Context: an optimization exercise on an open-source flow, tuned for small area. The choices shown serve that exercise and are no tape-out recipe.
At most, simulation tests tie the RTL to the original design; equivalence was not proved.
Power is estimated from default activity; no workload was simulated.

==> flow/design.v (excerpt) <==
module top_level (
    clk, rst, seed,
    action, state, next_state, step_o, phase, episode_o, q_cur, q_next
);
    input clk, rst;
    input [11:0] seed;
    output [1:0] action;
    output [3:0] state;
    output [3:0] next_state;
    output [3:0] step_o;
    output [3:0] phase;
    output [11:0] episode_o;
    output [63:0] q_cur;
    output [63:0] q_next;
    integer r, p, i;
    function [15:0] w2init;           
        input integer row, col;
        begin
            case (row)
            0: case (col)
                0: w2init = 16'b0000000110101011;
                1: w2init = 16'b0000001000100111;
                2: w2init = 16'b0000000010001111;
                3: w2init = 16'b0000000000101000;
                default: w2init = 16'b0000001010111111;
               endcase
            1: w2init = 16'b0000000101001101;
            2: w2init = 16'b0000000100101010;
            3: w2init = 16'b0000000110001001;
            4: w2init = 16'b0000000100000110;
            5: w2init = 16'b0000000100100100;
            6: w2init = 16'b0000000110000011;
            7: w2init = 16'b0000000110101000;
            default: w2init = 16'b0000000100010010;
            endcase
        end
    endfunction
    function [15:0] w3init;           
        input integer out, col;
        begin
            case (out*5+col)
            0:  w3init = 16'b0000000111001010;
            1:  w3init = 16'b0000001110100010;
            2:  w3init = 16'b0000000100101100;
            3:  w3init = 16'b0000000100100110;
            4:  w3init = 16'b0000000010000101;
            5:  w3init = 16'b0000000000010100;
            6:  w3init = 16'b0000001010110111;
            7:  w3init = 16'b0000000011011101;
            8:  w3init = 16'b0000000100100110;
            9:  w3init = 16'b0000000010110101;
            10: w3init = 16'b0000000000010110;
            11: w3init = 16'b0000001110000100;
            12: w3init = 16'b0000000101100100;
  ...
For scale: about 8100 cells after synthesis, about 1200 flip-flops, ~170 I/O pins, about 0.083 sq mm of cells after synthesis.
clock: 20.0 ns
lec_check: 0
cap_margin: 20
core_margin: 2
core_utilization: 70
cts_buf_list: sky130_fd_sc_hd__clkbuf_8
cts_cluster_diameter: 80
cts_cluster_size: 15
place_density: 0.8
slew_margin: 20
synth_hierarchical: 1
synth_minimum_keep_size: 0
standard.sh (not shown) runs the stock make flow with config.mk's settings and CLKGATE_MAP_FILE= SYNTH_SCRIPT=/design/flow/synth_recipe.tcl, a recipe that flattens the netlist after the stock synthesis.
==> flow/flow/run.sh <==
#!/bin/bash
set -euo pipefail
export BUFFER_PORTS_ARGS="-buffer_cell sky130_fd_sc_hd__buf_1"
export CTS_ARGS="-sink_clustering_enable -repair_clock_nets -dont_use_dummy_load -buf_list sky130_fd_sc_hd__clkbuf_8 -sink_clustering_size 15 -sink_clustering_max_diameter 80"
bash standard.sh > standard.log 2>&1
Next try:
--- a/flow/design.v
+++ b/flow/design.v
@@ -3372,21 +3372,21 @@
     wire [3:0] st = ij2st({gi, gj});
     always @(posedge clk) begin
         if (rst) begin
             gi <= 2'd1;
             gj <= 2'd1;
         end else if (ctrl == 4'd1) begin
             gi <= ijn[3:2];
             gj <= ijn[1:0];
         end
     end
-    reg [11:0] pq0, pq1;
+    wire [11:0] pq0, pq1;
     wire [11:0] aA, aB;
     wire signed [11:0] sn0 = pq0, sn1 = pq1, sn2 = aA, sn3 = aB;
     wire nge01 = (sn0 >= sn1), nge23 = (sn2 >= sn3);
     wire signed [11:0] nm1 = nge01 ? sn0 : sn1;
     wire signed [11:0] nm2 = nge23 ? sn2 : sn3;
     wire ngew = (nm1 >= nm2);
     wire signed [11:0] qmx = ngew ? nm1 : nm2;
     wire [1:0] qmi = ngew ? {1'b0, ~nge01} : {1'b1, ~nge23};
     reg signed [4:0] dl0, dl1, dl2, dl3;
     wire [11:0] lf7 = lfsr_sh(lfsr_sh(lf));
@@ -3418,28 +3418,23 @@
     wire [3:0] step1 = wrap9 ? 4'd1 : step + 4'd1;
     wire [1:0] act1 = (ep1 < lf1) ? qact : lf1[1:0];
     wire [3:0] stnew = ij2st(gmove(gi, gj, act1, step1));
     reg [3:0] st_old, st_new;       
     always @(posedge clk) begin
         if (ctrl == 4'd6) begin
             st_old <= st;
             st_new <= stnew;
         end
     end
-    reg run;
-    always @(posedge clk) begin
-        if (rst) run <= 1'b0;
-        else if (ctrl == 4'd6) run <= 1'b1;
-    end
     wire s1 = (ctrl == 4'd6) || (ctrl == 4'd7) || (ctrl == 4'd8) || (ctrl == 4'd9) || (ctrl == 4'd1);
-    wire s2 = run && ((ctrl == 4'd7) || (ctrl == 4'd8) || (ctrl == 4'd9) || (ctrl == 4'd1) || (ctrl == 4'd2));
-    wire s3 = run && ((ctrl == 4'd8) || (ctrl == 4'd9) || (ctrl == 4'd1) || (ctrl == 4'd2) || (ctrl == 4'd3));
+    wire s2 = (ctrl == 4'd7) || (ctrl == 4'd8) || (ctrl == 4'd9) || (ctrl == 4'd1) || (ctrl == 4'd2);
+    wire s3 = (ctrl == 4'd8) || (ctrl == 4'd9) || (ctrl == 4'd1) || (ctrl == 4'd2) || (ctrl == 4'd3);
     reg [2:0] ph;
     always @(posedge clk) begin
         if (rst) ph <= 3'd0;
         else ph <= (ph == 3'd4) ? 3'd0 : ph + 3'd1;
     end
     function [2:0] colat;
         input [2:0] phase_, pos;
         reg [3:0] s;
         begin
             s = phase_ + pos;
@@ -3505,21 +3500,27 @@
         .acc0(acc0), .acc1(acc1), .acc2(acc2), .acc3(acc3), .clr(clr),
         .b3h0(b3h0), .b3h1(b3h1), .b3h2(b3h2), .b3h3(b3h3),
         .w3t0(w3t0), .w3t1(w3t1), .w3t2(w3t2), .w3t3(w3t3), .acur3(acr[43:33] & {11{s3}}),
         .macc0(macc0), .macc1(macc1), .macc2(macc2), .macc3(macc3)
     );
     always @(posedge clk) begin
         acc0 <= macc0;
         acc1 <= macc1;
         acc2 <= macc2;
         acc3 <= macc3;
+        if (ctrl == 4'd4) begin     
+            acc0[11:0] <= aA;
+            acc1[11:0] <= aB;
+        end
     end
+    assign pq0 = acc0[11:0];
+    assign pq1 = acc1[11:0];
     wire [10:0] w3n [0:3];
     assign w3n[0] = w3n0;
     assign w3n[1] = w3n1;
     assign w3n[2] = w3n2;
     assign w3n[3] = w3n3;
     wire [9*55-1:0] w2d;
     wire [54:0] b2d, apd, acd;
     wire [4*55-1:0] w3d;
     genvar gr, gp;
     generate
@@ -3562,47 +3563,43 @@
         end
     endgenerate
     always @(posedge clk) begin
         w2r <= w2d;
         b2r <= b2d;
         w3r <= w3d;
         apr <= apd;
         acr <= acd;
     end
     wire qsel = (ctrl == 4'd5);
-    wire [15:0] zA = qsel ? acc2[25:10] : acc0[25:10];
-    wire [15:0] zB = qsel ? acc3[25:10] : acc1[25:10];
+    wire q0 = (step == 4'd0);
+    wire [15:0] zA = {16{~q0}} & (qsel ? acc2[25:10] : acc0[25:10]);
+    wire [15:0] zB = {16{~q0}} & (qsel ? acc3[25:10] : acc1[25:10]);
     assign aA = actf(s2 ? z2 : zA);
     assign aB = actf(zB);
     wire b3upd = (ctrl == 4'd6);
-    wire q0 = (step == 4'd0);
-    always @(posedge clk) begin     
-        pq0 <= aA;
-        pq1 <= aB;
-    end
     always @(posedge clk) begin
         if (rst) begin
             b3h0 <= 11'h7FF; b3h1 <= 11'h7FF; b3h2 <= 11'h7FF; b3h3 <= 11'h7FF;
             qn0 <= 12'd0; qn1 <= 12'd0; qn2 <= 12'd0; qn3 <= 12'd0;
             qc0 <= 12'd0; qc1 <= 12'd0; qc2 <= 12'd0; qc3 <= 12'd0;
             qact <= 2'd0;
         end else begin
             b3h0 <= b3h0 - {10'd0, dl0[4] & b3upd};
             b3h1 <= b3h1 - {10'd0, dl1[4] & b3upd};
             b3h2 <= b3h2 - {10'd0, dl2[4] & b3upd};
             b3h3 <= b3h3 - {10'd0, dl3[4] & b3upd};
-            if (ctrl == 4'd5) begin    
-                qn0 <= q0 ? 12'd512 : pq0;
-                qn1 <= q0 ? 12'd512 : pq1;
-                qn2 <= q0 ? 12'd512 : aA;
-                qn3 <= q0 ? 12'd512 : aB;
-                ixr <= q0 ? 2'd0 : qmi;
+            if (ctrl == 4'd5) begin
+                qn0 <= pq0;
+                qn1 <= pq1;
+                qn2 <= aA;
+                qn3 <= aB;
+                ixr <= qmi;
             end
             if ((ctrl == 4'd1) && (step != 4'd0)) begin
                 qc0 <= qn0; qc1 <= qn1; qc2 <= qn2; qc3 <= qn3;
                 qact <= ixr;
             end
         end
     end
     assign action = act;
     assign state = st;
     assign next_state = st1;
What happened:
- global-route usage climbs by 0.72 points
- sequential power is about the same
- non-clock buffer count decreases by 5
- via count is higher slightly
- routed wire length went up by a few percent
- synthesized cell count went up slightly
- critical path depth fell by 11
For the second run of this note, only the layout was checked, not whether the RTL still works.

[separate check: timing with driven ports]
No port has a modelled driver above. Below, the same layouts with a new extraction and two added sets of constraints.
Step 1, drivers: a clkbuf_16 drives clk and a buf_2 each remaining input, both assumed.
Step 2 also shifts input and output timing later by t, the mid clock arrival at the registers, as if the neighbouring blocks saw the same clock.
Three values: ideal, step 1, step 2; two values: the first two.
run	shift t [ns]	slack for setup (ns)	hold slack, ns
the first run	0.868	1.485 / 1.485 / 1.485	0.254 / 0.254 / 0.254
the second run	0.844	2.383 / 2.383 / 2.383	0.231 / 0.231 / 0.231
After both steps setup and hold are still met in every run listed.
